What follows belongs to an exercise in optimizing a design on an open flow for small area; a production flow would make more cautious choices.
RTL that was checked went through simulation tests only; none was proved equivalent to the original.
No functional check of the RTL was part of runs 2 and 3.
No activity file was given, so power comes from the tool's default toggle rates.

## flow/design.v

```verilog
module mimaqi_hxh (
        input         clk,
        input         rst,
        input  [3:0]  inrow,
        output [3:0]  outcol,
        output [7:0]  segData,
        output [3:0]  segCtl,
        output        led_1,
        output        led_2,
        output        led_3,
        output        led_22,
        output        led_33,
        output        led_333,
        output        led_0,
        output        led_00,
        output        led_000,
        output        led_0000,
        output        led_00000,
        output        led_000000,
        output        led_0000000,
        output        change_lemp,
        output        change_lemp1,
        output        flag_b,
        output        bee
    );
    reg [6:0] cnt;
    reg [2:0] m7;
    reg [2:0] m5;
    always @(posedge clk)
        if (rst) begin
            cnt <= 7'd0;
            m7  <= 3'd0;
            m5  <= 3'd0;
        end else begin
            cnt <= cnt + 7'd1;
            m7  <= (m7 == 3'd6) ? 3'd0 : m7 + 3'd1;
            m5  <= (m5 == 3'd4) ? 3'd0 : m5 + 3'd1;
        end
    wire tick    = (cnt[1:0] == 2'd0) & (m7 == 3'd5);
    wire ms_rise = (cnt[1:0] == 2'd1) & (m5 == 3'd4);
    wire ms_fall = (cnt[1:0] == 2'd3) & (m5 == 3'd4);
    wire seg_upd = (cnt[1:0] == 2'd2) & (m5 == 3'd0);
    wire disp_en = (cnt == 7'h3f);
    reg [1:0] mode;
    reg [1:0] c;
    reg       key_flag;
    reg [3:0] pend;        
    reg [3:0] kc;          
    reg       key_flag_d;
    assign outcol = (mode == 2'd0) ? 4'b0000 : ~(4'b0001 << c);
    wire any = (inrow != 4'b1111);
    reg [1:0] row;
    reg       one;
    always @* begin
        one = 1'b1;
        row = 2'd0;
        case (inrow)
        4'b1110: row = 2'd0;
        4'b1101: row = 2'd1;
        4'b1011: row = 2'd2;
        4'b0111: row = 2'd3;
        default: one = 1'b0;
        endcase
    end
    wire [3:0] dec = (one && !(c == 2'd3 && row == 2'd3)) ? {c, row} : 4'd15;
    always @(posedge clk)
        if (rst) begin
            mode     <= 2'd0;
            c        <= 2'd0;
            key_flag <= 1'b0;
            pend     <= 4'd15;
            kc       <= 4'd15;
        end else if (tick) begin
            if (key_flag) kc <= pend;
            case (mode)
            2'd0, 2'd1: begin
                key_flag <= 1'b0;
                c        <= 2'd0;
                mode     <= any ? 2'd2 : 2'd0;
            end
            2'd2: begin
                if (any) mode <= 2'd3;
                else if (c == 2'd3) mode <= 2'd1;
                else c <= c + 2'd1;
            end
            2'd3: begin
                if (any) begin
                    pend     <= dec;
                    key_flag <= 1'b1;
                end else mode <= 2'd1;
            end
            endcase
        end
    always @(posedge clk)
        if (rst) key_flag_d <= 1'b0;
        else     key_flag_d <= key_flag;
    wire rel = key_flag_d & ~key_flag;
    wire is_dig = (kc < 4'd10);
    wire is_a   = (kc == 4'd10);
    wire is_b   = (kc == 4'd11);
    wire is_c   = (kc == 4'd12);
    reg [15:0] pw, pin, pch;
    reg [15:0] c15;
    reg [2:0]  ft;
    reg        fb, cl, cl1, k2, fz;
    reg        k1;
    assign flag_b       = fb;
    assign change_lemp  = cl;
    assign change_lemp1 = cl1;
    reg [2:0] nft;
    reg       nfb, ncl, ncl1, nk2, nfz;
    always @* begin
        nft = ft; nfb = fb; ncl = cl; ncl1 = cl1; nk2 = k2; nfz = fz;
        if (c15 == 16'd1) begin nft = nft + 3'd1; nk2 = 1'b1; end
        if (is_dig) nfz = 1'b0;
        else if (is_c) begin
            nfb = ~fb;
            if (fb) begin
                ncl = 1'b0; nft = 3'd1; ncl1 = 1'b0; nk2 = 1'b0; nfz = 1'b1;
            end
        end else if (k1) nft = 3'd1;
        else if (is_a && !fb && !fz) begin
            if (pin == pw) nfb = 1'b1;
            else nft = nft + 3'd1;
        end else if (is_b && fb) ncl1 = 1'b1;
        else if (is_a && fb) begin
            if (pch == pin) ncl = 1'b1;
        end
    end
    wire st_pch = !is_dig && !is_c && !k1 && is_b && fb;
    wire st_pw  = !is_dig && !is_c && !k1 && is_a && fb && (pch == pin);
    always @(posedge clk)
        if (rst) begin
            ft <= 3'd1; fb <= 1'b0; cl <= 1'b0; cl1 <= 1'b0; k2 <= 1'b0; fz <= 1'b0;
            pw  <= 16'h8888;
            pin <= 16'h0000;
            pch <= 16'h0000;
        end else if (rel) begin
            ft <= nft; fb <= nfb; cl <= ncl; cl1 <= ncl1; k2 <= nk2; fz <= nfz;
            if (is_dig) pin <= {pin[11:0], kc};
            if (st_pch) pch <= pin;
            if (st_pw)  pw  <= pch;
        end
    always @(posedge clk)
        if (rst) c15 <= 16'd0;
        else if (ms_rise) begin
            if (k2) c15 <= 16'd0;
            else if (!fb && is_b) c15 <= 16'd15000;
            else if (c15 != 16'd1) c15 <= c15 - 16'd1;
        end
    reg l1, l2, l3, l22, l33;
    always @(posedge clk)
        if (rst) begin
            l1 <= 1'b1; l2 <= 1'b1; l3 <= 1'b1; l22 <= 1'b1; l33 <= 1'b1;
        end else if (ms_fall) begin
            if (ft == 3'd1) begin
                l1 <= 1'b1; l2 <= 1'b1; l3 <= 1'b1; l22 <= 1'b1; l33 <= 1'b1;
            end else if (ft == 3'd2) begin
                l1 <= 1'b0; l2 <= 1'b1; l3 <= 1'b1;
            end else if (ft == 3'd3) begin
                l1 <= 1'b0; l2 <= 1'b0; l22 <= 1'b0; l3 <= 1'b1;
            end else begin
                l1 <= ~l1; l2 <= ~l2; l3 <= ~l3; l33 <= ~l33;
            end
        end
    assign led_1 = l1;
    assign led_2 = l2;
    assign led_3 = l3;
    assign led_22 = l22;
    assign led_33 = l33;
    assign led_333 = l33;
    assign led_0 = 1'b1;
    assign led_00 = 1'b1;
    assign led_000 = 1'b1;
    assign led_0000 = 1'b1;
    assign led_00000 = 1'b1;
    assign led_000000 = 1'b1;
    assign led_0000000 = 1'b1;
    reg [6:0]  c05;
    reg [13:0] c20;
    reg        bz;
    always @(posedge clk)
        if (rst) begin
            c05 <= 7'd0; c20 <= 14'd0; k1 <= 1'b0; bz <= 1'b1;
        end else if (ms_rise) begin
            if (key_flag) c05 <= 7'd100;
            else if (c05 != 7'd0) c05 <= c05 - 7'd1;
            if (c20 != 14'd0) begin
                c20 <= c20 - 14'd1;
                k1  <= (c20 != 14'd1);
            end else if (ft[2] && !k1) c20 <= 14'd10000;
            if (c20 != 14'd0 || c05 != 7'd0) bz <= ~bz;
            else bz <= 1'b1;
        end
    assign bee = bz;
    reg [15:0] lednum;
    reg [1:0]  flagc;
    always @(posedge clk)
        if (rst) begin
            lednum <= 16'd0;
            flagc  <= 2'd0;
        end else if (rel && is_dig) begin
            if (!fb) lednum <= {lednum[11:0], 4'd10};
            else if (!cl1) begin
                case (flagc)
                2'd0: lednum <= {4'd13, 4'd13, 4'd13, kc};
                2'd1: lednum[7:4]   <= kc;
                2'd2: lednum[11:8]  <= kc;
                2'd3: lednum[15:12] <= kc;
                endcase
                flagc <= flagc + 2'd1;
            end else if (!cl) lednum <= {lednum[11:0], 4'd11};
        end
    reg [15:0] snap;
    always @(posedge clk)
        if (rst) snap <= 16'd0;
        else if (disp_en) snap <= lednum;
    reg [3:0] ctl;
    reg [3:0] sg;
    wire [3:0] nctl = (ctl == 4'd0) ? 4'b0001 : {ctl[2:0], ctl[3]};
    wire [3:0] nsg  = ({4{nctl[0]}} & snap[3:0])  | ({4{nctl[1]}} & snap[7:4]) |
                      ({4{nctl[2]}} & snap[11:8]) | ({4{nctl[3]}} & snap[15:12]);
    always @(posedge clk)
        if (rst) begin
            ctl <= 4'd0;
            sg  <= 4'd12;
        end else if (seg_upd) begin
            ctl <= nctl;
            sg  <= nsg;
        end else if (sg == 4'd12)
            sg <= 4'd0;
    assign segCtl = ctl;
    assign segData =
        (sg == 4'd0)  ? 8'b1100_0000 :
        (sg == 4'd1)  ? 8'b1111_1001 :
        (sg == 4'd2)  ? 8'b1010_0100 :
        (sg == 4'd3)  ? 8'b1011_0000 :
        (sg == 4'd4)  ? 8'b1001_1001 :
        (sg == 4'd5)  ? 8'b1001_0010 :
        (sg == 4'd6)  ? 8'b1000_0010 :
        (sg == 4'd7)  ? 8'b1111_1000 :
        (sg == 4'd8)  ? 8'b1000_0000 :
        (sg == 4'd9)  ? 8'b1001_0000 :
        (sg == 4'd10) ? 8'b0111_1111 :
        (sg == 4'd11) ? 8'b1100_0110 :
        (sg == 4'd13) ? 8'b1111_0111 :
                        8'b1111_1111;
endmodule
```

## flow/run.sh

```bash
#!/bin/bash
# synth_recipe.tcl (not shown) runs the flow's synth.tcl, then flattens the netlist and writes it again
# the make line also repeats each setting of config.mk as NAME=value (left out here)
make -C /OpenROAD-flow-scripts/flow DESIGN_CONFIG=/design/flow/config.mk WORK_HOME=/design/flow/orfs CLKGATE_MAP_FILE= SYNTH_SCRIPT=/design/flow/synth_recipe.tcl finish
```

## flow/config.mk

```make
export PLATFORM = sky130hd
export DESIGN_NAME = mimaqi_hxh
export DESIGN_NICKNAME = mimaqi_hxh
export VERILOG_FILES = /design/flow/design.v
export SDC_FILE = /design/flow/constraint.sdc
export NUM_CORES = 4
export LEC_CHECK = 0
export CAP_MARGIN = 20
export CORE_MARGIN = 2
export CORE_UTILIZATION = 40
export SLEW_MARGIN = 20
```

## flow/constraint.sdc

```tcl
create_clock -name core_clock -period 10.0 [get_ports {clk}]
set_input_delay 2.0000 -clock core_clock [delete_from_list [all_inputs] [get_ports {clk}]]
set_output_delay 2.0000 -clock core_clock [all_outputs]
set_load 0.01 [all_outputs]
```

==> results.toml, run 1 <==
[logic_synthesis]
ys_warn_count = 1
synth_seq_cells = 169
syn_area_sq_mm = 0.008315
postSynthCellCount = 1044
yosys.area.top_type = "dfxtp_1"
yosysTopAreaCellShare = 0.4069
ys.flop_type = "dfxtp_1"
yosysSeqAreaShare = 0.4069
ys_async_sr_fraction = 0
synth_edf_count = 0
yosysMostFrequentCell = "dfxtp_1"
yosys-top-cells-area = "dfxtp_1, a21oi_1, nand2_1"
synth_commonest_cells = "dfxtp_1, nand2_1, a21oi_1"
syn_avg_cell_area_sq_um = 7.965
synth.distinct_cells = 65

[placement]
dp.cells = 1293
place_ws_ns = 5.427
gp_congestion = 0.7795
port_buffers = 31
hpwl_microns = 12720

[clock_tree]
numCtsBuffers = 17
cts_resized = 0
path_clk_slew_ns = 0.06
cts.sinks = 169
clock_latency_ns = 0.43
cts_setup_buffers = 0
cts-root-buf = "clkbuf_16"
cts.path.max_buffers = 2
ctsHoldBuffers = 0
cts_tree = "yes"
h-tree-depth = 4

[setup_path]
crit_buf_inv = 2
startpoint_type = "input port"
cp_max_fo = 60
setup.worst_path.class = "input port to register"
crit_chain = "buf_4 > clkinv_1 > nand2_1 > o21ba_2"
path_delay_family = "buffers and inverters"
slowest_stage = "clkinv_1"
r2r_slack_ns = 6.56
arrival_ns = 4.37
slowest_delay_ns = 1.01
critPathCaptureType = "register"
required_ns = 10.33

[final_layout]
area_delta_synth_final_pct = 12.26
final_nets = 1075
drive_gt1_frac = 0.05687
ff_latch_area_sq_mm = 0.003383
final_cells = 1325
fillCellCount = 2062
final_core_util = 0.4599
multiInputGateArea_sq_mm = 0.004578
num_antenna_cells = 0

[power_and_ir_drop]
powerDensity_mw_per_mm2 = 152.0
irDropWorstVdd_mv = 0.09778
p_leak_uw = 0.003365

[sta]
maxSlewViolCount = 0
min_period_ns = 4.044
fin_setup_tns_ns = 0
rsz0062_at_grt = "no"
holdWs_ns = 0.4548
worst_slack_ns = 5.956
setup_viol = 0
tightest_slew_ns = 1.018
post-route-period-util = 0.4044
fin_skew_ns = 0.009758
fmax_mhz = 247.3
hold_viol = 0
slew_headroom = 0.3174

[routing]
antenna_left = 0
vias_per_cell = 5.443
vias = 7212
post_drt_wl_per_cell_microns = 14.67
drtIter0Drc = 501
drcViolationCount = 0
first_pass_iters = 5
wirelength_microns = 19440

[floorplanning]
core-area_sq_mm = 0.02030
dieArea_sq_mm = 0.02196
initial_utilization = 0.4096
rows = 52
die_x_microns = 148.2
io_pins = 39
die_h_microns = 148.2

[global_route]
grt_max_degree = 65
grt_pass1_wl_microns = 32750
grt.total_usage = 0.1797
grt_pass1_vias = 6619
overflow = 0
antenna_found_initial = 0

[flow_run]
cap_viol_max_count = 0

[outcome]
status = "complete, no violations"

[worst_hold_path]
hp-class = "register to register"
power by group:
group / total (uW) / switching (uW) / internal [uW]
Sequential: 693 / 11.9 / 681
Combinational: 88.5 / 50.9 / 37.6
Clock: 637 / 286 / 352
cells by family (layout without fill, tap and decap cells):
family                   Yosys count  in the layout  share of synthesized area
AND/OR/NAND/NOR                  412            412                     0.2340
AO/OA/AOI/OAI                    281            281                     0.2066
flip-flops                       169            169                     0.4069
buffers and inverters             95            100                    0.04679
XOR/XNOR                          45             45                    0.04740
adder cells (fa/ha/maj)           27             27                    0.04063
multiplexers                      14             14                    0.01730
other                              1              7                  0.0004510
state kept, by name (all words and copies together) (netlist names), 2 cells and up:
register / count
c: 2
c05: 7
c15: 16
c20: 14
cnt: 7
ctl: 4
flagc: 2
ft: 3
kc: 4
lednum: 16
m5: 3
m7: 3
mode: 2
pch: 16
pend: 4
pin: 16
pw: 16
sg: 4
snap: 16
worst register-to-register path, stage by stage (launching register included):
cell and delay (ns):
dfxtp_1 0.31, inv_1 0.07, ha_1 0.14, nor4b_1 0.65, nand4_1 0.83, o21ai_1 0.93, a21oi_1 0.09, o221a_2 0.29
final timing paths:
check,from,to,cells past startpoint
setup / recovery,rst,c15[8],4
hold / removal,snap[3],snap[3],2
setup reg to reg,c15[1],c15[7],7
hold reg to reg,snap[3],snap[3],2
per-stage QoR:
stage | power, uW | instance area, sq um
4_1_cts | 1431 | 9334
3_5_place_dp | 796.4 | 8771
5_1_grt | 1469 | 9335
6_report | 1419 | 9335
2_1_floorplan | 768.1 | 8338
3_3_place_gp | 795.7 | 8771
layout by cell type (no fill, tap or decap), drive strengths merged, types with 22 or more instances in the layout:
master,n
nor2,83
nand3,41
xnor2,23
nor3,25
xor2,22
dfxtp,169
a21oi,124
ha,27
inv,33
o21ai,56
nand2,159
clkdlybuf4s50,30
per-layer routing:
metal  part of all wire  GRT usage
met1               0.49     0.2505
met2               0.46     0.2873
met3              0.046    0.03466
met4             0.0085    0.04476
met5                  0          0
area by class of cell:
class | instances | share of cell area
repair buffers | 38 | 0.03860
clock buffers | 19 | 0.04745
flip-flops and latches | 169 | 0.3624
inverters | 30 | 0.01206
clock inverters | 13 | 0.01287
well taps | 270 | 0.03619
multi-input cells | 786 | 0.4904
==> run 2, diff against run 1 <==
--- a/flow/design.v
+++ b/flow/design.v
@@ -29,17 +29,21 @@
     always @(posedge clk)
         if (rst) begin
             cnt <= 7'd0;
-            m7  <= 3'd0;
-            m5  <= 3'd0;
+            m7  <= 3'b001;
+            m5  <= 3'b000;
         end else begin
             cnt <= cnt + 7'd1;
-            m7  <= (m7 == 3'd6) ? 3'd0 : m7 + 3'd1;
-            m5  <= (m5 == 3'd4) ? 3'd0 : m5 + 3'd1;
-        end
-    wire tick    = (cnt[1:0] == 2'd0) & (m7 == 3'd5);
-    wire ms_rise = (cnt[1:0] == 2'd1) & (m5 == 3'd4);
-    wire ms_fall = (cnt[1:0] == 2'd3) & (m5 == 3'd4);
-    wire seg_upd = (cnt[1:0] == 2'd2) & (m5 == 3'd0);
+            m7  <= {m7[1:0], m7[2] ^ m7[1]};
+            m5  <= {m5[1:0], ~(m5[2] | m5[1])};
+        end
+    wire [1:0] ph = cnt[1:0];
+    wire m7_5 = m7[2] & m7[1] & ~m7[0];      
+    wire m5_4 = m5[2] & ~m5[1];              
+    wire m5_0 = ~m5[2] & ~m5[0];             
+    wire tick    = (ph == 2'd0) & m7_5;
+    wire ms_rise = (ph == 2'd1) & m5_4;
+    wire ms_fall = (ph == 2'd3) & m5_4;
+    wire seg_upd = (ph == 2'd2) & m5_0;
     wire disp_en = (cnt == 7'h3f);
     reg [1:0] mode;
     reg [1:0] c;
@@ -64,11 +68,12 @@
     end
     wire [3:0] dec = (one && !(c == 2'd3 && row == 2'd3)) ? {c, row} : 4'd15;
     always @(posedge clk)
+        if (tick && mode == 2'd3 && any) pend <= dec;
+    always @(posedge clk)
         if (rst) begin
             mode     <= 2'd0;
             c        <= 2'd0;
             key_flag <= 1'b0;
-            pend     <= 4'd15;
             kc       <= 4'd15;
         end else if (tick) begin
             if (key_flag) kc <= pend;
@@ -84,10 +89,8 @@
                 else c <= c + 2'd1;
             end
             2'd3: begin
-                if (any) begin
-                    pend     <= dec;
-                    key_flag <= 1'b1;
-                end else mode <= 2'd1;
+                if (any) key_flag <= 1'b1;
+                else mode <= 2'd1;
             end
             endcase
         end
@@ -100,18 +103,28 @@
     wire is_b   = (kc == 4'd11);
     wire is_c   = (kc == 4'd12);
     reg [15:0] pw, pin, pch;
-    reg [15:0] c15;
+    reg [15:0] u15;        
     reg [2:0]  ft;
     reg        fb, cl, cl1, k2, fz;
     reg        k1;
+    reg        mw, mc;
     assign flag_b       = fb;
     assign change_lemp  = cl;
     assign change_lemp1 = cl1;
+    wire mis_w = (pin[3:0] != pw[3:0]);
+    wire mis_c = (pin[3:0] != pch[3:0]);
+    always @(posedge clk) begin
+        mw <= (ph == 2'd1) ? 1'b0 : (mw | mis_w);
+        mc <= (ph == 2'd1) ? 1'b0 : (mc | mis_c);
+    end
+    wire eq_w = ~(mw | mis_w);
+    wire eq_c = ~(mc | mis_c);
+    wire c15_1 = &u15;
     reg [2:0] nft;
     reg       nfb, ncl, ncl1, nk2, nfz;
     always @* begin
         nft = ft; nfb = fb; ncl = cl; ncl1 = cl1; nk2 = k2; nfz = fz;
-        if (c15 == 16'd1) begin nft = nft + 3'd1; nk2 = 1'b1; end
+        if (c15_1) begin nft = nft + 3'd1; nk2 = 1'b1; end
         if (is_dig) nfz = 1'b0;
         else if (is_c) begin
             nfb = ~fb;
@@ -120,33 +133,38 @@
             end
         end else if (k1) nft = 3'd1;
         else if (is_a && !fb && !fz) begin
-            if (pin == pw) nfb = 1'b1;
+            if (eq_w) nfb = 1'b1;
             else nft = nft + 3'd1;
         end else if (is_b && fb) ncl1 = 1'b1;
         else if (is_a && fb) begin
-            if (pch == pin) ncl = 1'b1;
+            if (eq_c) ncl = 1'b1;
         end
     end
-    wire st_pch = !is_dig && !is_c && !k1 && is_b && fb;
-    wire st_pw  = !is_dig && !is_c && !k1 && is_a && fb && (pch == pin);
+    wire sh_pin = rel && is_dig;
+    wire st_pch = rel && !k1 && is_b && fb;
+    wire st_pw  = rel && !k1 && is_a && fb && eq_c;
     always @(posedge clk)
         if (rst) begin
             ft <= 3'd1; fb <= 1'b0; cl <= 1'b0; cl1 <= 1'b0; k2 <= 1'b0; fz <= 1'b0;
+        end else if (rel) begin
+            ft <= nft; fb <= nfb; cl <= ncl; cl1 <= ncl1; k2 <= nk2; fz <= nfz;
+        end
+    always @(posedge clk)
+        if (rst) begin
             pw  <= 16'h8888;
             pin <= 16'h0000;
             pch <= 16'h0000;
-        end else if (rel) begin
-            ft <= nft; fb <= nfb; cl <= ncl; cl1 <= ncl1; k2 <= nk2; fz <= nfz;
-            if (is_dig) pin <= {pin[11:0], kc};
-            if (st_pch) pch <= pin;
-            if (st_pw)  pw  <= pch;
-        end
-    always @(posedge clk)
-        if (rst) c15 <= 16'd0;
+        end else begin
+            pin <= sh_pin ? {pin[15:12], kc, pin[7:0]} : {pin[3:0], pin[15:4]};
+            pch <= st_pch ? {pin[3:0], pin[15:4]} : {pch[3:0], pch[15:4]};
+            pw  <= st_pw  ? {pch[3:0], pch[15:4]} : {pw[3:0], pw[15:4]};
+        end
+    always @(posedge clk)
+        if (rst) u15 <= 16'd0;
         else if (ms_rise) begin
-            if (k2) c15 <= 16'd0;
-            else if (!fb && is_b) c15 <= 16'd15000;
-            else if (c15 != 16'd1) c15 <= c15 - 16'd1;
+            if (k2) u15 <= 16'd0;
+            else if (!fb && is_b) u15 <= 16'hC568;
+            else u15 <= u15 + {15'd0, ~c15_1};
         end
     reg l1, l2, l3, l22, l33;
     always @(posedge clk)
@@ -176,20 +194,21 @@
     assign led_00000 = 1'b1;
     assign led_000000 = 1'b1;
     assign led_0000000 = 1'b1;
-    reg [6:0]  c05;
-    reg [13:0] c20;
+    reg [6:0]  v05;
+    reg [13:0] w20;
     reg        bz;
-    always @(posedge clk)
-        if (rst) begin
-            c05 <= 7'd0; c20 <= 14'd0; k1 <= 1'b0; bz <= 1'b1;
+    wire c05_0 = &v05;
+    wire c20_0 = &w20;
+    always @(posedge clk)
+        if (rst) begin
+            v05 <= 7'h7f; w20 <= 14'h3fff; k1 <= 1'b0; bz <= 1'b1;
         end else if (ms_rise) begin
-            if (key_flag) c05 <= 7'd100;
-            else if (c05 != 7'd0) c05 <= c05 - 7'd1;
-            if (c20 != 14'd0) begin
-                c20 <= c20 - 14'd1;
-                k1  <= (c20 != 14'd1);
-            end else if (ft[2] && !k1) c20 <= 14'd10000;
-            if (c20 != 14'd0 || c05 != 7'd0) bz <= ~bz;
+            if (key_flag) v05 <= 7'd27;
+            else v05 <= v05 + {6'd0, ~c05_0};
+            if (!c20_0) k1 <= (w20 != 14'h3ffe);
+            if (c20_0 && ft[2] && !k1) w20 <= 14'd6383;
+            else w20 <= w20 + {13'd0, ~c20_0};
+            if (!c20_0 || !c05_0) bz <= ~bz;
             else bz <= 1'b1;
         end
     assign bee = bz;
--- a/flow/config.mk
+++ b/flow/config.mk
@@ -7,5 +7,8 @@
 export LEC_CHECK = 0
 export CAP_MARGIN = 20
 export CORE_MARGIN = 2
-export CORE_UTILIZATION = 40
+export CORE_UTILIZATION = 50
+export CTS_BUF_LIST = sky130_fd_sc_hd__clkbuf_8
+export CTS_CLUSTER_DIAMETER = 60
+export CTS_CLUSTER_SIZE = 25
 export SLEW_MARGIN = 20
==> run 2 against run 1 <==
Compared with the run above: still clean; largest power group unchanged; die area decreased by 24%; critical endpoint is now segData[4]; global-route usage increased by 2.7 points; flip-flop and latch count increased by 2; utilization increased by 10 points; critical path type is now register to primary output; largest cell class unchanged.
==> results.toml, run 2 <==
[outcome]
status = "complete, no violations"

[floorplanning]
core-area_sq_mm = 0.01520
initial_utilization = 0.5134
die_h_microns = 128.9
die_x_microns = 128.9
rows = 45
dieArea_sq_mm = 0.01663
io_pins = 39

[clock_tree]
path_clk_slew_ns = 0.09
cts_resized = 0
h-tree-depth = 4
cts.path.max_buffers = 2
numCtsBuffers = 17
cts.sinks = 171
cts_tree = "yes"
ctsHoldBuffers = 0
clock_latency_ns = 0.45
cts_setup_buffers = 0
cts-root-buf = "clkbuf_8"

[logic_synthesis]
yosysMostFrequentCell = "dfxtp_1"
syn_area_sq_mm = 0.007805
ys_warn_count = 1
ys.flop_type = "dfxtp_1"
yosysTopAreaCellShare = 0.4283
ys_async_sr_fraction = 0
syn_avg_cell_area_sq_um = 8.233
synth_seq_cells = 171
synth.distinct_cells = 64
synth_commonest_cells = "dfxtp_1, nand2_1, nor2_1"
postSynthCellCount = 948
yosys.area.top_type = "dfxtp_1"
yosys-top-cells-area = "dfxtp_1, nand2_1, a21oi_1"
yosysSeqAreaShare = 0.4437
synth_edf_count = 4

[final_layout]
num_antenna_cells = 0
mostFrequentLayoutCells = "dfxtp_1, nand2_1, nor2_1, a21oi_1, nand3_1"
final_common_cell = "dfxtp_1"
area_delta_synth_final_pct = 9.073
fillCellCount = 1409
final_nets = 974
drive_gt1_frac = 0.05852
final_cells = 1145

[global_route]
antenna_found_initial = 0
grt.total_usage = 0.2065
grt_pass1_vias = 5993
overflow = 0
grt_max_degree = 77
grt_pass1_wl_microns = 28150

[setup_path]
slowest_delay_ns = 0.55
crit_chain = "nor2b_1 > a211oi_1 > a31oi_1 > clkdlybuf4s50_1"
cp_max_fo = 13
path_delay_family = "flip-flops"
setup.worst_path.class = "register to primary output"
critPathCaptureType = "primary output"
crit_buf_inv = 1
startpoint_type = "register"
required_ns = 8.00
arrival_ns = 2.08
slowest_stage = "dfxtp_1"

[power_and_ir_drop]
p_leak_uw = 0.003077
powerDensity_mw_per_mm2 = 146.5
irDropWorstVdd_mv = 0.07930

[routing]
drtIter0Drc = 397
post_drt_wl_per_cell_microns = 14.21
antenna_left = 0
vias = 6290
wirelength_microns = 16270
drcViolationCount = 0
vias_per_cell = 5.493
first_pass_iters = 6

[placement]
hpwl_microns = 11060
dp.cells = 1113
gp_congestion = 0.7708
port_buffers = 31

[sta]
min_period_ns = 4.084
slew_headroom = 0.3991
fmax_mhz = 244.9
hold_viol = 0
post-route-period-util = 0.4084
setup_viol = 0
tightest_slew_ns = 0.8964
rsz0062_at_grt = "no"
fin_skew_ns = 0.009736
maxSlewViolCount = 0
fin_setup_tns_ns = 0

[worst_hold_path]
hp-class = "register to register"

[flow_run]
cap_viol_max_count = 0
## run 2: cell types whose count changed after synthesis, moves of 11 or more
| cell | delta |
|---|---|
| a21oi_1 | -30 |
| o21ai_0 | -29 |
| nor2_1 | +16 |
| nor4_1 | -16 |
| clkbuf_1 | -12 |
| buf_2 | +11 |
| xnor2_1 | -11 |
## run 2: area by class of cell
| cell class | instances | area [sq um] | area share |
|---|---|---|---|
| clock buffer | 19 | 261.5 | 0.03072 |
| clock inverter | 13 | 140.1 | 0.01646 |
| inverter | 26 | 97.59 | 0.01146 |
| multi-input combinational | 694 | 3985 | 0.4681 |
| sequential | 171 | 3463 | 0.4068 |
| tap | 188 | 235.2 | 0.02763 |
| timing repair buffer | 34 | 330.3 | 0.03880 |
## run 2: path summary, 6_finish.rpt
| path | start | end | slack (ns) | cells past startpoint |
|---|---|---|---|---|
| worst max-delay path | sg[2] | segData[4] | 5.92 | 4 |
| worst min-delay path | pw[15] | pw[11] | 0.44 | 1 |
| worst max register to register | u15[6] | u15[13] | 7.41 | 9 |
| worst min register to register | pw[15] | pw[11] | 0.44 | 1 |
## run 2: logic make-up (layout without fill, tap and decap cells)
| group | after synthesis | in the layout | synth area share |
|---|---|---|---|
| DFF | 171 | 171 | 0.4437 |
| adders and majority gates | 24 | 24 | 0.03847 |
| muxes | 17 | 17 | 0.02180 |
| other | 1 | 7 | 0.0004805 |
| and+or+nand+nor | 402 | 402 | 0.2385 |
| AOI/OAI and AO/OA | 208 | 208 | 0.1666 |
| buffers and inverters | 89 | 92 | 0.05002 |
| xor gates and xnor gates | 36 | 36 | 0.04040 |
## run 2: report_power, final
group / switching (uW) / internal (uW) / total, uW
clock: 252 / 236 / 488
sequential: 8.37 / 689 / 697
combinational: 34.9 / 27.0 / 61.9
## run 2: routing by layer
layer | GRT usage | routed length [microns] | up-vias
met5 | 0 | 0 | -
met4 | 0.07353 | 288 | 0
met3 | 0.03867 | 598 | 23
met2 | 0.3399 | 7520 | 116
met1 | 0.2724 | 7857 | 2914
li1 | - | - | 3237
## run 2: per-stage QoR
stage               utilization  hold slack (ns)  setup slack, ns  total power, uW  cell area (sq um)
floorplan                     -           0.4120            6.833            753.9               7828
global placement         0.5328           0.4171            6.102            773.2               8100
detailed placement       0.5328           0.4234            6.057            775.6               8100
CTS                      0.5593           0.4449            5.872             1262               8502
global route             0.5600           0.4713            5.730             1299               8513
finish                   0.5600           0.4395            5.916             1247               8513
==> run 3, diff against run 2 <==
--- a/flow/config.mk
+++ b/flow/config.mk
@@ -7,8 +7,5 @@
 export LEC_CHECK = 0
 export CAP_MARGIN = 20
 export CORE_MARGIN = 2
-export CORE_UTILIZATION = 50
-export CTS_BUF_LIST = sky130_fd_sc_hd__clkbuf_8
-export CTS_CLUSTER_DIAMETER = 60
-export CTS_CLUSTER_SIZE = 25
+export CORE_UTILIZATION = 40
 export SLEW_MARGIN = 20
==> run 3 against run 2 <==
Compared with the run above: still clean on timing, DRC and antenna; sequential share of layout area is 1.4 points lower; hold slack worse by 0.0049 ns; worst setup slack better by 0.048 ns; power is 16% higher; wire length is 1.0% lower; critical endpoint unchanged; largest power group unchanged; highest routed layer unchanged.
==> results.toml, run 3 <==
[outcome]
status = "complete, no violations"

[sta]
tightest_slew_ns = 0.9409
fmax_mhz = 247.8
maxSlewViolCount = 0
slew_headroom = 0.3693
hold_viol = 0
rsz0062_at_grt = "no"
post-route-period-util = 0.4035
fin_setup_tns_ns = 0
setup_viol = 0
fin_skew_ns = 0.01399
min_period_ns = 4.035

[setup_path]
slowest_stage = "clkdlybuf4s50_1"
cp_max_fo = 13
critPathCaptureType = "primary output"
crit_chain = "nor2b_1 > a211oi_1 > a31oi_1 > clkdlybuf4s50_1"
setup.worst_path.class = "register to primary output"
arrival_ns = 2.04
required_ns = 8.00
slowest_delay_ns = 0.55
startpoint_type = "register"

[power_and_ir_drop]
p_total_uw = 1441
p_switching_uw = 323.2
p_clk_frac = 0.473
seqPwrFrac = 0.484
irDropWorstVdd_mv = 0.1120
cellInternalPower_uw = 1118
powerDensity_mw_per_mm2 = 163.5
p_leak_uw = 0.003176
combinationalPowerShare = 0.043
netSwitchingFraction = 0.2242

[logic_synthesis]
postSynthCellCount = 948
synth.distinct_cells = 64
yosys-top-cells-area = "dfxtp_1, nand2_1, a21oi_1"
syn_avg_cell_area_sq_um = 8.233
ys.flop_type = "dfxtp_1"
ys_warn_count = 1
synth_seq_cells = 171
yosysSeqAreaShare = 0.4437
yosys.area.top_type = "dfxtp_1"
ys_async_sr_fraction = 0
synth_edf_count = 4
synth_commonest_cells = "dfxtp_1, nand2_1, nor2_1"
yosysTopAreaCellShare = 0.4283
yosysMostFrequentCell = "dfxtp_1"
syn_area_sq_mm = 0.007805

[clock_tree]
ctsHoldBuffers = 0
cts-root-buf = "clkbuf_16"
cts_setup_buffers = 0
cts_tree = "yes"
path_clk_slew_ns = 0.06
cts_resized = 0
clock_latency_ns = 0.43
cts.sinks = 171
h-tree-depth = 4
cts.path.max_buffers = 2
numCtsBuffers = 17

[routing]
post_drt_wl_per_cell_microns = 13.17
vias_per_cell = 5.054
antenna_left = 0
wirelength_microns = 16100
drcViolationCount = 0
drtIter0Drc = 339
vias = 6176
first_pass_iters = 5

[global_route]
grt_pass1_wl_microns = 27490
grt.total_usage = 0.1644
antenna_found_initial = 0
overflow = 0
grt_max_degree = 85
grt_pass1_vias = 5687

[floorplanning]
die_x_microns = 143.7
rows = 51
die_h_microns = 143.7
initial_utilization = 0.4037
io_pins = 39
core-area_sq_mm = 0.01933
dieArea_sq_mm = 0.02065

[final_layout]
num_antenna_cells = 0
final_nets = 974
area_delta_synth_final_pct = 12.95
mostFrequentLayoutCells = "dfxtp_1, nand2_1, nor2_1, a21oi_1, nand3_1"
drive_gt1_frac = 0.05747
final_common_cell = "dfxtp_1"

[flow_run]
cap_viol_max_count = 0

[placement]
gp_congestion = 0.7564
hpwl_microns = 10650
port_buffers = 31

[worst_hold_path]
hp-class = "register to register"
[run 3: through the flow]
stage	cell area, sq um	hold slack [ns]	util	cells	setup WS (ns)
final	8816	0.4346	0.4560	1222	5.965
after CTS	8810	0.4341	0.4556	1222	5.951
after floorplan	7828	0.4120	-	954	6.833
after detailed placement	8202	0.4196	0.4242	1190	6.025
after global routing	8816	0.4548	0.4560	1222	5.802
after global placement	8197	0.4185	0.4239	1190	6.025
[run 3: final timing paths]
path | start | end | slack [ns] | cells after the start
worst max-delay path | sg[2] | segData[4] | 5.96 | 4
worst min register to register | pw[11] | pw[7] | 0.43 | 1
worst min-delay path | pw[11] | pw[7] | 0.43 | 1
worst max register to register | u15[2] | u15[13] | 7.41 | 9
[run 3: layer usage]
metal	GRT usage	wire (microns)
met1	0.2262	8213
met2	0.2581	7181
met3	0.03299	464
met4	0.05521	238
met5	0	0
[run 3: cells by family (layout without fill, tap and decap cells)]
group           after synthesis  count (layout)  share of synthesized area
compound gates              208             208                     0.1666
mux                          17              17                    0.02180
xor+xnor                     36              36                    0.04040
buf+inv                      89              92                    0.05002
fa+ha+maj                    24              24                    0.03847
flops                       171             171                     0.4437
simple gates                402             402                     0.2385
other cells                   1               7                  0.0004805
[run 3: layout make-up]
class | instances | area [sq um]
Tap cell | 265 | 331.6
Multi-Input combinational cell | 694 | 3985
Fill cell | 1894 | 10520
Sequential cell | 171 | 3463
Clock inverter | 13 | 165.2
Timing Repair Buffer | 34 | 330.3
Clock buffer | 19 | 442.9
Inverter | 26 | 97.59
[run 3: power groups by stage]
stage	clock, uW	combinational [uW]	sequential, uW
after floorplan	0	45.1	709
after global placement	0	61.3	713
after detailed placement	0	62.0	713
after CTS	697	62.2	698
after global routing	724	68.9	699
final	682	61.5	698
[run 3: critical path: cells and delay by family, from the launching register on]
kind,cells,cell delay [ns]
buf+inv,1,0.55
flops,1,0.54
simple gates,1,0.27
compound gates,2,0.26
==> run 4, diff against run 3 <==
--- a/flow/design.v
+++ b/flow/design.v
@@ -149,16 +149,17 @@
         end else if (rel) begin
             ft <= nft; fb <= nfb; cl <= ncl; cl1 <= ncl1; k2 <= nk2; fz <= nfz;
         end
-    always @(posedge clk)
-        if (rst) begin
-            pw  <= 16'h8888;
-            pin <= 16'h0000;
-            pch <= 16'h0000;
-        end else begin
-            pin <= sh_pin ? {pin[15:12], kc, pin[7:0]} : {pin[3:0], pin[15:4]};
-            pch <= st_pch ? {pin[3:0], pin[15:4]} : {pch[3:0], pch[15:4]};
-            pw  <= st_pw  ? {pch[3:0], pch[15:4]} : {pw[3:0], pw[15:4]};
-        end
+    reg clr;
+    always @(posedge clk) clr <= rst | (clr & (ph != 2'd2));
+    wire zap = rst | clr;
+    wire [15:0] pin_n = sh_pin ? {pin[15:12], kc, pin[7:0]} : {pin[3:0], pin[15:4]};
+    wire [15:0] pch_n = st_pch ? {pin[3:0], pin[15:4]} : {pch[3:0], pch[15:4]};
+    wire [15:0] pw_n  = st_pw  ? {pch[3:0], pch[15:4]} : {pw[3:0], pw[15:4]};
+    always @(posedge clk) begin
+        pin <= {zap ? 4'd0 : pin_n[15:12], pin_n[11:0]};
+        pch <= {zap ? 4'd0 : pch_n[15:12], pch_n[11:0]};
+        pw  <= {zap ? 4'd8 : pw_n[15:12],  pw_n[11:0]};
+    end
     always @(posedge clk)
         if (rst) u15 <= 16'd0;
         else if (ms_rise) begin
@@ -214,31 +215,35 @@
     assign bee = bz;
     reg [15:0] lednum;
     reg [1:0]  flagc;
-    always @(posedge clk)
-        if (rst) begin
-            lednum <= 16'd0;
-            flagc  <= 2'd0;
-        end else if (rel && is_dig) begin
-            if (!fb) lednum <= {lednum[11:0], 4'd10};
-            else if (!cl1) begin
-                case (flagc)
-                2'd0: lednum <= {4'd13, 4'd13, 4'd13, kc};
-                2'd1: lednum[7:4]   <= kc;
-                2'd2: lednum[11:8]  <= kc;
-                2'd3: lednum[15:12] <= kc;
-                endcase
-                flagc <= flagc + 2'd1;
-            end else if (!cl) lednum <= {lednum[11:0], 4'd11};
-        end
+    wire dop = rel && is_dig;
+    wire op_sh10 = dop && !fb;
+    wire op_wr   = dop && fb && !cl1;
+    wire op_sh11 = dop && fb && cl1 && !cl;
+    wire op_sh   = op_sh10 | op_sh11;
+    wire [3:0] shv = fb ? 4'd11 : 4'd10;
+    wire w0 = op_wr && flagc == 2'd0;
+    wire w1 = op_wr && flagc == 2'd1;
+    wire w2 = op_wr && flagc == 2'd2;
+    wire w3 = op_wr && flagc == 2'd3;
+    wire [3:0] l0 = lednum[3:0], l1s = lednum[7:4], l2s = lednum[11:8], l3s = lednum[15:12];
+    wire [3:0] n0 = op_sh ? l0  : w0 ? 4'd13 : w2 ? kc : l1s;
+    wire [3:0] n1 = op_sh ? l1s : w0 ? 4'd13 : w3 ? kc : l2s;
+    wire [3:0] n2 = op_sh ? shv : w0 ? kc    : l3s;
+    wire [3:0] n3 = op_sh ? l3s : w0 ? 4'd13 : w1 ? kc : l0;
+    always @(posedge clk) begin
+        lednum <= {zap ? 4'd0 : n3, n2, n1, n0};
+        if (rst) flagc <= 2'd0;
+        else if (op_wr) flagc <= flagc + 2'd1;
+    end
     reg [15:0] snap;
-    always @(posedge clk)
-        if (rst) snap <= 16'd0;
-        else if (disp_en) snap <= lednum;
+    wire [15:0] snap_n = disp_en ? {lednum[3:0], lednum[15:4]} : {snap[3:0], snap[15:4]};
+    always @(posedge clk)
+        snap <= {zap ? 4'd0 : snap_n[15:12], snap_n[11:0]};
     reg [3:0] ctl;
     reg [3:0] sg;
     wire [3:0] nctl = (ctl == 4'd0) ? 4'b0001 : {ctl[2:0], ctl[3]};
-    wire [3:0] nsg  = ({4{nctl[0]}} & snap[3:0])  | ({4{nctl[1]}} & snap[7:4]) |
-                      ({4{nctl[2]}} & snap[11:8]) | ({4{nctl[3]}} & snap[15:12]);
+    wire [3:0] nsg  = ({4{nctl[0]}} & snap[11:8]) | ({4{nctl[1]}} & snap[15:12]) |
+                      ({4{nctl[2]}} & snap[3:0])  | ({4{nctl[3]}} & snap[7:4]);
     always @(posedge clk)
         if (rst) begin
             ctl <= 4'd0;
--- a/flow/config.mk
+++ b/flow/config.mk
@@ -7,5 +7,8 @@
 export LEC_CHECK = 0
 export CAP_MARGIN = 20
 export CORE_MARGIN = 2
-export CORE_UTILIZATION = 40
+export CORE_UTILIZATION = 50
+export CTS_BUF_LIST = sky130_fd_sc_hd__clkbuf_8 sky130_fd_sc_hd__clkbuf_16
+export CTS_CLUSTER_DIAMETER = 300
+export CTS_CLUSTER_SIZE = 60
 export SLEW_MARGIN = 20
==> run 4 against run 3 <==
Compared with the run above: utilization increased by 13 points; power decreased by 1.7%; synthesized area decreased by 3.5%; largest power group unchanged; hold slack improved by 0.0088 ns; combinational power decreased by 3.7%; still clean; synthesized cell count decreased by 14%; via count decreased by 6.8%; worst setup slack improved by 0.041 ns; cell area decreased by 3.5%; maximum frequency increased by 1.0%.
==> results.toml, run 4 <==
[setup_path]
critPathCaptureType = "primary output"
r2r_slack_ns = 7.17
arrival_ns = 1.99
reg2regPathDepth = 7
r2r-end = "lednum[13]"
setup.worst_path.class = "register to primary output"
required_ns = 8.00
r2r_start = "key_flag"
startpoint_type = "register"
cp_max_fo = 11

[final_layout]
num_antenna_cells = 0
ff_latch_area_sq_mm = 0.003643
area_delta_synth_final_pct = 12.95
multiInputGateArea_sq_mm = 0.003617
final_nets = 859
drive_gt1_frac = 0.1057
final_common_cell = "dfxtp_1"
fillCellCount = 1306
mostFrequentLayoutCells = "dfxtp_1, nand2_1, nor2_1, a21oi_1, nand3_1"

[floorplanning]
core-area_sq_mm = 0.01464
die_h_microns = 126.8
rows = 44
die_x_microns = 126.8
io_pins = 39
dieArea_sq_mm = 0.01607
initial_utilization = 0.5145

[global_route]
grt_max_degree = 46
antenna_found_initial = 0
grt.total_usage = 0.2065
grt_pass1_vias = 5653
grt_pass1_wl_microns = 26940
overflow = 0

[worst_hold_path]
min_from = "pin[10]"
min_to = "pin[6]"
whs_path_depth = 0
hp-class = "register to register"

[routing]
antenna_left = 0
post_drt_wl_per_cell_microns = 15.29
drcViolationCount = 0
vias = 5758
drtIter0Drc = 373
first_pass_iters = 5
vias_per_cell = 5.612
wirelength_microns = 15690

[power_and_ir_drop]
p_switching_uw = 324.2
cellInternalPower_uw = 1092
p_leak_uw = 0.003272
irDropWorstVdd_mv = 0.1563
netSwitchingFraction = 0.2289
powerDensity_mw_per_mm2 = 166.4
seqPwrFrac = 0.502
p_clk_frac = 0.456
combinationalPowerShare = 0.042

[logic_synthesis]
ys_warn_count = 1
synth_seq_cells = 172
synth_edf_count = 20
yosysMostFrequentCell = "dfxtp_1"
yosys.area.top_type = "dfxtp_1"
ys.flop_type = "dfxtp_1"
ys_async_sr_fraction = 0
postSynthCellCount = 813
synth_commonest_cells = "dfxtp_1, nand2_1, nor2_1"
yosysTopAreaCellShare = 0.4039
yosysSeqAreaShare = 0.4836
synth.distinct_cells = 62
yosys-top-cells-area = "dfxtp_1, edfxtp_1, mux2_2"
syn_avg_cell_area_sq_um = 9.268
syn_area_sq_mm = 0.007535

[sta]
worst_slack_ns = 6.006
tightest_slew_ns = 0.9852
min_period_ns = 3.994
slew_headroom = 0.3381
fmax_mhz = 250.4
rsz0062_at_grt = "no"
fin_skew_ns = 0.009915
post-route-period-util = 0.3994
maxSlewViolCount = 0
hold_viol = 0
fin_setup_tns_ns = 0
setup_viol = 0

[clock_tree]
cts_tree = "yes"
clock_latency_ns = 0.43
ctsHoldBuffers = 0
cts_resized = 0
numCtsBuffers = 17
cts_setup_buffers = 0
h-tree-depth = 4
cts-root-buf = "clkbuf_16"
cts.sinks = 172
path_clk_slew_ns = 0.07
cts.path.max_buffers = 2

[placement]
hpwl_microns = 10770
port_buffers = 31
place_ws_ns = 5.911
gp_congestion = 0.7979

[outcome]
status = "complete, no violations"

[flow_run]
cap_viol_max_count = 0
-- run 4: cell types whose count changed after synthesis, sizes merged, moves of 6 or more --
cell,change
a211o,-7
a21oi,-46
a311o,-7
buf,-9
clkbuf,-10
dfxtp,-15
edfxtp,+16
inv,-6
mux2,+39
nand2,-69
nand3,+12
nor2,-14
o21bai,-6
o31ai,+6
-- run 4: kinds of logic after synthesis --
kind of cell,Yosys count,share of synthesized area
and+or+nand+nor,322,0.2013
DFF,172,0.4836
AOI/OAI and AO/OA,136,0.1131
buffers and inverters,67,0.04002
muxes,54,0.07871
xor gates and xnor gates,37,0.04301
adders and majority gates,24,0.03985
other,1,0.0004977
-- run 4: cell type report --
class | instances | area share
Timing Repair Buffer | 35 | 0.04087
Clock buffer | 18 | 0.05293
Multi-Input combinational cell | 580 | 0.4250
Inverter | 23 | 0.01014
Tap cell | 184 | 0.02705
Sequential cell | 172 | 0.4281
Clock inverter | 14 | 0.01588
-- run 4: worst max path at each step --
stage               cells past startpoint         end      from
floorplan                               5        c[0]  inrow[2]
global placement                        5     u15[12]       rst
detailed placement                      5      u15[9]       rst
CTS                                     3  segData[3]     sg[1]
global route                            4  segData[0]     sg[3]
finish                                  3  segData[3]     sg[1]
-- run 4: power groups by stage --
stage / Sequential [uW] / Combinational [uW] / Clock, uW
3_5_place_dp: 726 / 59.8 / 0
5_1_grt: 712 / 66.2 / 693
2_1_floorplan: 722 / 41.1 / 0
3_3_place_gp: 726 / 58.0 / 0
6_report: 711 / 59.2 / 646
4_1_cts: 711 / 59.9 / 661
-- run 4: through the flow --
step / std cells / hold slack [ns] / total power, uW / area [sq um] / util
global placement: 993 / 0.4161 / 783.9 / 7910 / 0.5402
finish: 1026 / 0.4434 / 1416 / 8511 / 0.5812
CTS: 1025 / 0.4478 / 1432 / 8496 / 0.5801
floorplan: 819 / 0.4044 / 762.9 / 7557 / -
detailed placement: 993 / 0.4320 / 786.0 / 7910 / 0.5402
global route: 1026 / 0.4620 / 1471 / 8511 / 0.5812
-- run 4: critical path: stages, from the launching register on --
cell and delay (ns):
dfxtp_1 0.40, or3_1 0.43, a31oi_1 0.18, clkdlybuf4s50_1 0.56
-- run 4: metal layers --
| layer | GRT usage | vias to the layer above | routed length, microns |
|---|---|---|---|
| li1 | - | 2877 | - |
| met1 | 0.2705 | 2765 | 7551 |
| met2 | 0.3358 | 94 | 7309 |
| met3 | 0.04850 | 22 | 539 |
| met4 | 0.07434 | 0 | 288 |
| met5 | 0 | - | 0 |
==> run 5, diff against run 4 <==
--- a/flow/config.mk
+++ b/flow/config.mk
@@ -8,7 +8,7 @@
 export CAP_MARGIN = 20
 export CORE_MARGIN = 2
 export CORE_UTILIZATION = 50
-export CTS_BUF_LIST = sky130_fd_sc_hd__clkbuf_8 sky130_fd_sc_hd__clkbuf_16
-export CTS_CLUSTER_DIAMETER = 300
-export CTS_CLUSTER_SIZE = 60
+export CTS_BUF_LIST = sky130_fd_sc_hd__clkbuf_8
+export CTS_CLUSTER_DIAMETER = 200
+export CTS_CLUSTER_SIZE = 40
 export SLEW_MARGIN = 20
==> run 5 against run 4 <==
Compared with the run above: largest power group unchanged; largest cell class unchanged; flip-flop and latch count is the same; clock power shrank 24%; combinational power is essentially flat; maximum frequency is 0.62% lower; sequential power about the same; non-clock buffer count stayed put.
==> results.toml, run 5 <==
[final_layout]
ff_latch_area_sq_mm = 0.003643
fillCellCount = 1343
final_common_cell = "dfxtp_1"
final_nets = 859
final_area_sq_mm = 0.008320
area_delta_synth_final_pct = 10.43
final_cells = 1026
multiInputGateArea_sq_mm = 0.003617
drive_gt1_frac = 0.1057
num_antenna_cells = 0
mostFrequentLayoutCells = "dfxtp_1, nand2_1, nor2_1, a21oi_1, nand3_1"

[global_route]
overflow = 0
grt_max_degree = 46
antenna_found_initial = 0
grt_pass1_vias = 5655
grt_pass1_wl_microns = 26810
grt.total_usage = 0.2039

[sta]
min_period_ns = 4.019
setup_viol = 0
fin_skew_ns = 0.01624
tightest_slew_ns = 0.9353
rsz0062_at_grt = "no"
post-route-period-util = 0.4019
slew_headroom = 0.3717
fin_setup_tns_ns = 0
fmax_mhz = 248.8
holdWs_ns = 0.4526
hold_viol = 0
maxSlewViolCount = 0

[logic_synthesis]
syn_area_sq_mm = 0.007535
postSynthCellCount = 813
synth.distinct_cells = 62
synth_commonest_cells = "dfxtp_1, nand2_1, nor2_1"
yosysMostFrequentCell = "dfxtp_1"
synth_edf_count = 20
yosys-top-cells-area = "dfxtp_1, edfxtp_1, mux2_2"
ys.flop_type = "dfxtp_1"
ys_async_sr_fraction = 0
yosysTopAreaCellShare = 0.4039
synth_seq_cells = 172
yosys.area.top_type = "dfxtp_1"
ys_warn_count = 1
yosysSeqAreaShare = 0.4836
syn_avg_cell_area_sq_um = 9.268

[clock_tree]
cts.sinks = 172
clock_latency_ns = 0.45
cts_setup_buffers = 0
numCtsBuffers = 17
h-tree-depth = 4
cts-root-buf = "clkbuf_8"
cts.path.max_buffers = 2
path_clk_slew_ns = 0.09
cts_tree = "yes"
ctsHoldBuffers = 0
cts_resized = 0

[routing]
wl_met1_microns = 7612
drtIter0Drc = 333
vias = 5762
post_drt_wl_per_cell_microns = 15.30
route.top_layer_used = "met4"
first_pass_iters = 5
routed-wl-met3_microns = 522
drcViolationCount = 0
vias_per_cell = 5.616
wirelength_microns = 15700
wl_met2_microns = 7296
antenna_left = 0

[placement]
hpwl_microns = 10770
dp.cells = 993
gp_congestion = 0.7979
port_buffers = 31
place_area_sq_mm = 0.007910

[power_and_ir_drop]
p_total_uw = 1259
p_leak_uw = 0.003185
irDropWorstVdd_mv = 0.1406
powerDensity_mw_per_mm2 = 151.3

[floorplanning]
rows = 44
dieArea_sq_mm = 0.01607
initial_utilization = 0.5145
core-area_sq_mm = 0.01464
die_x_microns = 126.8
io_pins = 39
die_h_microns = 126.8

[setup_path]
r2r-end = "lednum[13]"
required_ns = 8.00
critPathLaunch = "sg[1]"
startpoint_type = "register"
cp_max_fo = 11
arrival_ns = 2.02
r2r_slack_ns = 7.16
r2r_start = "key_flag"
setup.worst_path.class = "register to primary output"
reg2regPathDepth = 7
critPathCaptureType = "primary output"

[worst_hold_path]
hp-class = "register to register"
whs_path_depth = 0
min_to = "pin[6]"
min_from = "pin[10]"

[outcome]
status = "complete, no violations"

[flow_run]
cap_viol_max_count = 0
## run 5: cell counts after synthesis
No cell type changed its count.
## run 5: logic make-up (layout without fill, tap and decap cells)
logic type,Yosys count,after routing,share of synthesized area
compound gates,136,136,0.1131
fa+ha+maj,24,24,0.03985
buf+inv,67,90,0.04002
simple gates,322,322,0.2013
flops,172,172,0.4836
other cells,1,7,0.0004977
xor+xnor,37,37,0.04301
mux,54,54,0.07871
## run 5: worst max path at each step
stage	end	slack (ns)	cells after the start
after floorplan	c[0]	6.74	5
after global placement	u15[12]	6.00	5
after detailed placement	u15[9]	5.91	5
after CTS	segData[3]	5.94	3
after global routing	segData[0]	5.83	4
final	segData[3]	5.98	3
## run 5: worst max-delay path: stages (launching register included)
cell and delay (ns):
dfxtp_1 0.41, or3_1 0.43, a31oi_1 0.18, clkdlybuf4s50_1 0.56
## run 5: where the power goes
part           internal, uW  switching [uW]  total (uW)
Sequential              702            8.27         710
Clock                   227             262         489
Combinational          27.2            32.2        59.4
## run 5: area by class of cell
type	count	share of cell area
Sequential cell	172	0.4379
Multi-Input combinational cell	580	0.4347
Timing Repair Buffer	35	0.04135
Clock buffer	17	0.02812
Tap cell	184	0.02767
Clock inverter	15	0.01985
Inverter	23	0.01038
## run 5: metrics by stage
stage,setup slack [ns],util
3_5_place_dp,5.911,0.5402
2_1_floorplan,6.742,-
6_report,5.981,0.5682
3_3_place_gp,5.996,0.5402
4_1_cts,5.939,0.5674
5_1_grt,5.835,0.5682
## run 5: layer usage
metal,global-route usage,vias up
met2,0.3351,100
met3,0.04766,16
met4,0.06076,0
li1,-,2869
met1,0.2695,2777
met5,0,-
==> run 6, diff against run 5 <==
==> flow/flow/run.sh (new file) <==
#!/bin/bash
# Own layout flow: the standard synthesis, then an area-oriented re-mapping
# of the combinational logic only (every flip-flop instance, its name and its
# cell type stay as the standard synthesis made them), then the standard
# layout steps with a leaner clock tree (no dummy loads, larger sink clusters).
# Each tool's full output goes to a log file of its own in the work folder.
set -euo pipefail
W=$PWD
R=$W/orfs/results/$FLOW_PLATFORM/mimaqi_hxh/base

bash standard.sh synth > "$W/log_1_standard_synth.log" 2>&1

cp "$R/1_2_yosys.v" "$W/standard_1_2_yosys.v"
REMAP_LIB=$FLOW_HOME/platforms/$FLOW_PLATFORM/lib/sky130_fd_sc_hd__tt_025C_1v80.lib \
REMAP_IN=$W/standard_1_2_yosys.v \
REMAP_OUT=$R/1_2_yosys.v \
REMAP_STAT=$W/remap_stat.txt \
REMAP_TOP=$FLOW_TOP \
REMAP_DONT_USE="sky130_fd_sc_hd__probe_p_8 sky130_fd_sc_hd__probec_p_8 sky130_fd_sc_hd__lpflow_*" \
REMAP_SCRIPT=$W/flow/remap.abc \
  yosys -c "$W/flow/remap.tcl" > "$W/log_2_remap.log" 2>&1
touch "$R/1_2_yosys.v"

export CTS_ARGS="${OWN_CTS_ARGS:--sink_clustering_enable -repair_clock_nets -dont_use_dummy_load -sink_clustering_size 30 -sink_clustering_max_diameter 120 -buf_list sky130_fd_sc_hd__clkbuf_8}"
bash standard.sh > "$W/log_3_standard_layout.log" 2>&1
==> flow/flow/remap.abc (new file) <==
strash
dc2
dch -f
map -a
strash
dc2
dch -f
map -a
topo
==> flow/flow/remap.tcl (new file) <==
# Re-map the combinational logic of the standard synthesis for area. Flip-flops
# and tie cells are kept as they are (same instances, names and cell types).
yosys -import
set lib $::env(REMAP_LIB)
read_liberty -ignore_miss_func $lib
read_verilog $::env(REMAP_IN)
hierarchy -top $::env(REMAP_TOP)
setattr -mod -set keep_hierarchy 1 sky130_fd_sc_hd__*df* sky130_fd_sc_hd__conb_1
flatten
opt_clean -purge $::env(REMAP_TOP)
set dont {}
foreach c $::env(REMAP_DONT_USE) { lappend dont -dont_use $c }
abc -liberty $lib {*}$dont -script $::env(REMAP_SCRIPT) $::env(REMAP_TOP)
opt_clean -purge $::env(REMAP_TOP)
hilomap -singleton -hicell sky130_fd_sc_hd__conb_1 HI -locell sky130_fd_sc_hd__conb_1 LO $::env(REMAP_TOP)
insbuf -buf sky130_fd_sc_hd__buf_4 A X $::env(REMAP_TOP)
blackbox A:keep_hierarchy
tee -o $::env(REMAP_STAT) stat -liberty $lib -top $::env(REMAP_TOP)
write_verilog -noattr -nohex -nodec -selected $::env(REMAP_OUT)
==> flow/standard.sh (new file) <==
#!/bin/bash
# synth_recipe.tcl (not shown) runs the flow's synth.tcl, then flattens the netlist and writes it again
# the make line also repeats each setting of config.mk as NAME=value (left out here)
make -C /OpenROAD-flow-scripts/flow DESIGN_CONFIG=/design/flow/config.mk WORK_HOME=/design/flow/orfs CLKGATE_MAP_FILE= SYNTH_SCRIPT=/design/flow/synth_recipe.tcl "${@:-finish}"
==> flow/config.mk (replaced) <==
export PLATFORM = sky130hd
export DESIGN_NAME = mimaqi_hxh
export DESIGN_NICKNAME = mimaqi_hxh
export VERILOG_FILES = /design/flow/design.v
export SDC_FILE = /design/flow/constraint.sdc
export NUM_CORES = 4
export LEC_CHECK = 0
export CAP_MARGIN = 20
export CORE_MARGIN = 2
export CORE_UTILIZATION = 40
export SLEW_MARGIN = 20
removed: flow/run.sh
==> run 6 against run 5 <==
Compared with the run above: sequential power about the same; power decreased by 11%; wire length decreased by 6.3%; synthesized cell count increased by 11%; maximum frequency decreased by 2.0%; non-clock buffer count increased by 3; via count decreased by 0.76%; cell area decreased by 6.9%; highest routed layer unchanged; clock power decreased by 26%; largest cell class unchanged; largest power group unchanged; synthesized area decreased by 8.2%.
==> results.toml, run 6 <==
[final_layout]
fillCellCount = 1729
num_antenna_cells = 0
drive_gt1_frac = 0.02950
final_common_cell = "nor2_1"
mostFrequentLayoutCells = "nor2_1, dfxtp_1, clkinv_1, nand2_1, o21ai_0"
final_area_sq_mm = 0.007745
final_nets = 957
area_delta_synth_final_pct = 12.00

[setup_path]
slowest_delay_ns = 0.53
slowest_stage = "clkdlybuf4s50_1"
required_ns = 8.00
critPathLaunch = "sg[1]"
crit_path_frequent_cell = "clkinv_1"
critPathCaptureType = "primary output"
crit_chain = "clkinv_1 > nor2_1 > clkinv_1 > nor2_1 > clkinv_1 > nand3_1 > clkdlybuf4s50_1"
setup.worst_path.class = "register to primary output"
startpoint_type = "register"
arrival_ns = 2.10
cp-endpoint = "segData[5]"
reg2regPathDepth = 8
r2r_start = "kc[2]"
r2r-end = "lednum[15]"
r2r_slack_ns = 6.04
cp_max_fo = 6

[clock_tree]
cts_setup_buffers = 0
ctsHoldBuffers = 0
cts.sinks = 172
cts-root-buf = "clkbuf_8"
h-tree-depth = 4
cts_resized = 0
numCtsBuffers = 17
cts_tree = "yes"
cts.path.max_buffers = 2
path_clk_slew_ns = 0.09
clock_latency_ns = 0.46

[routing]
drtIter0Drc = 400
vias_per_cell = 4.871
wirelength_microns = 14710
vias = 5718
first_pass_iters = 5
drcViolationCount = 0
antenna_left = 0
post_drt_wl_per_cell_microns = 12.53

[sta]
setup_viol = 0
hold_viol = 0
min_period_ns = 4.102
tightest_slew_ns = 1.035
fmax_mhz = 243.8
fin_setup_tns_ns = 0
post-route-period-util = 0.4102
rsz0062_at_grt = "no"
slew_headroom = 0.3045
worst_slack_ns = 5.898
fin_skew_ns = 0.02297
maxSlewViolCount = 0

[floorplanning]
rows = 48
die_h_microns = 135.5
dieArea_sq_mm = 0.01836
die_x_microns = 135.5
initial_utilization = 0.4040
io_pins = 39
core-area_sq_mm = 0.01712

[placement]
hpwl_microns = 10600
port_buffers = 31
place_ws_ns = 5.555
place_area_sq_mm = 0.007511
gp_congestion = 0.8306

[worst_hold_path]
hp-class = "register to register"

[logic_synthesis]
syn_area_sq_mm = 0.006915
postSynthCellCount = 899
syn_avg_cell_area_sq_um = 7.692
ys_warn_count = 1

[outcome]
status = "complete, no violations"

[global_route]
overflow = 0
grt_pass1_wl_microns = 24900
antenna_found_initial = 0
grt_pass1_vias = 5299
grt.total_usage = 0.1714
grt_max_degree = 32

[flow_run]
cap_viol_max_count = 0

[power_and_ir_drop]
p_leak_uw = 0.002866
powerDensity_mw_per_mm2 = 144.9
irDropWorstVdd_mv = 0.1001
==> run 6: how the worst min path moves through the flow <==
stage	slack, ns	depth (start not counted)	startpoint	to
finish	0.41	0	pin[10]	pin[6]
global route	0.42	0	pin[10]	pin[6]
CTS	0.41	0	pin[10]	pin[6]
detailed placement	0.41	2	m5[0]	m5[1]
global placement	0.41	2	m5[0]	m5[1]
floorplan	0.40	2	m5[0]	m5[1]
==> run 6: area by class of cell <==
cell class | count | area [sq um] | area share
clock buffers | 17 | 234.0 | 0.03021
inverters | 147 | 551.8 | 0.07124
multi-input cells | 575 | 2671 | 0.3449
flip-flops and latches | 172 | 3643 | 0.4704
well taps | 225 | 281.5 | 0.03635
repair buffers | 38 | 362.8 | 0.04685
==> run 6: layer usage <==
| layer | share of wire | vias up | GRT usage |
|---|---|---|---|
| met5 | 0 | - | 0 |
| met4 | 0.015 | 0 | 0.05787 |
| met3 | 0.034 | 19 | 0.04377 |
| met2 | 0.45 | 85 | 0.2752 |
| met1 | 0.51 | 2553 | 0.2256 |
| li1 | - | 3061 | - |
==> run 6: stage by stage <==
stage                     std cells    util  total power [uW]  hold WS [ns]
final                          1174  0.4525              1123        0.4053
after global routing           1174  0.4525              1171        0.4231
after CTS                      1174  0.4525              1136        0.4079
after detailed placement       1157  0.4388             778.2        0.4117
after global placement         1157  0.4388             778.1        0.4099
after floorplan                 905       -             755.0        0.3975
==> run 6: worst max-delay path, delay by kind of cell (launching register included) <==
kind                   cells  cell delay [ns]
buffers and inverters      4             0.85
DFF                        1             0.42
and+or+nand+nor            3             0.39
==> run 6: power breakdown <==
part	internal [uW]	total [uW]	switching, uW
Clock	150	361	211
Combinational	23.1	54.0	30.9
Sequential	702	708	6.25

[port drivers added, routing unchanged]
In the flow no input, the clock included, has a driving cell. The finished layouts below were timed again as built, in two steps.
Step 1 sets driving cells, clkbuf_16 on the clock port and buf_2 on the other inputs (assumed; they add their load-dependent delay and slew).
Step 2 times the ports against the registers' clock, not the clock port: input delays grow and output delays shrink by t, the midpoint of the rising clock arrivals with the driver on.
Slacks: ideal / step 1 / step 2; pairs: ideal / step 1.
run	shift t [ns]	slack for setup (ns)	clock arrival spread, ns	worst slew at a driven data input, ns
run 1	0.476	5.956 / 5.962 / 5.504	0.010 / 0.011	0.03
run 2	0.486	5.916 / 5.879 / 6.037	0.010 / 0.010	0.03
run 3	0.470	5.965 / 5.919 / 6.028	0.014 / 0.015	0.04
run 4	0.467	6.006 / 5.964 / 5.913	0.011 / 0.011	0.03
run 5	0.479	5.981 / 5.943 / 5.912	0.019 / 0.019	0.03
run 6	0.488	5.898 / 5.859 / 5.587	0.023 / 0.023	0.03
After both steps every run listed still meets setup and hold. The setup slack of run 1, which loses most, moves by +0.006 ns with the drivers and by -0.452 ns with both steps.
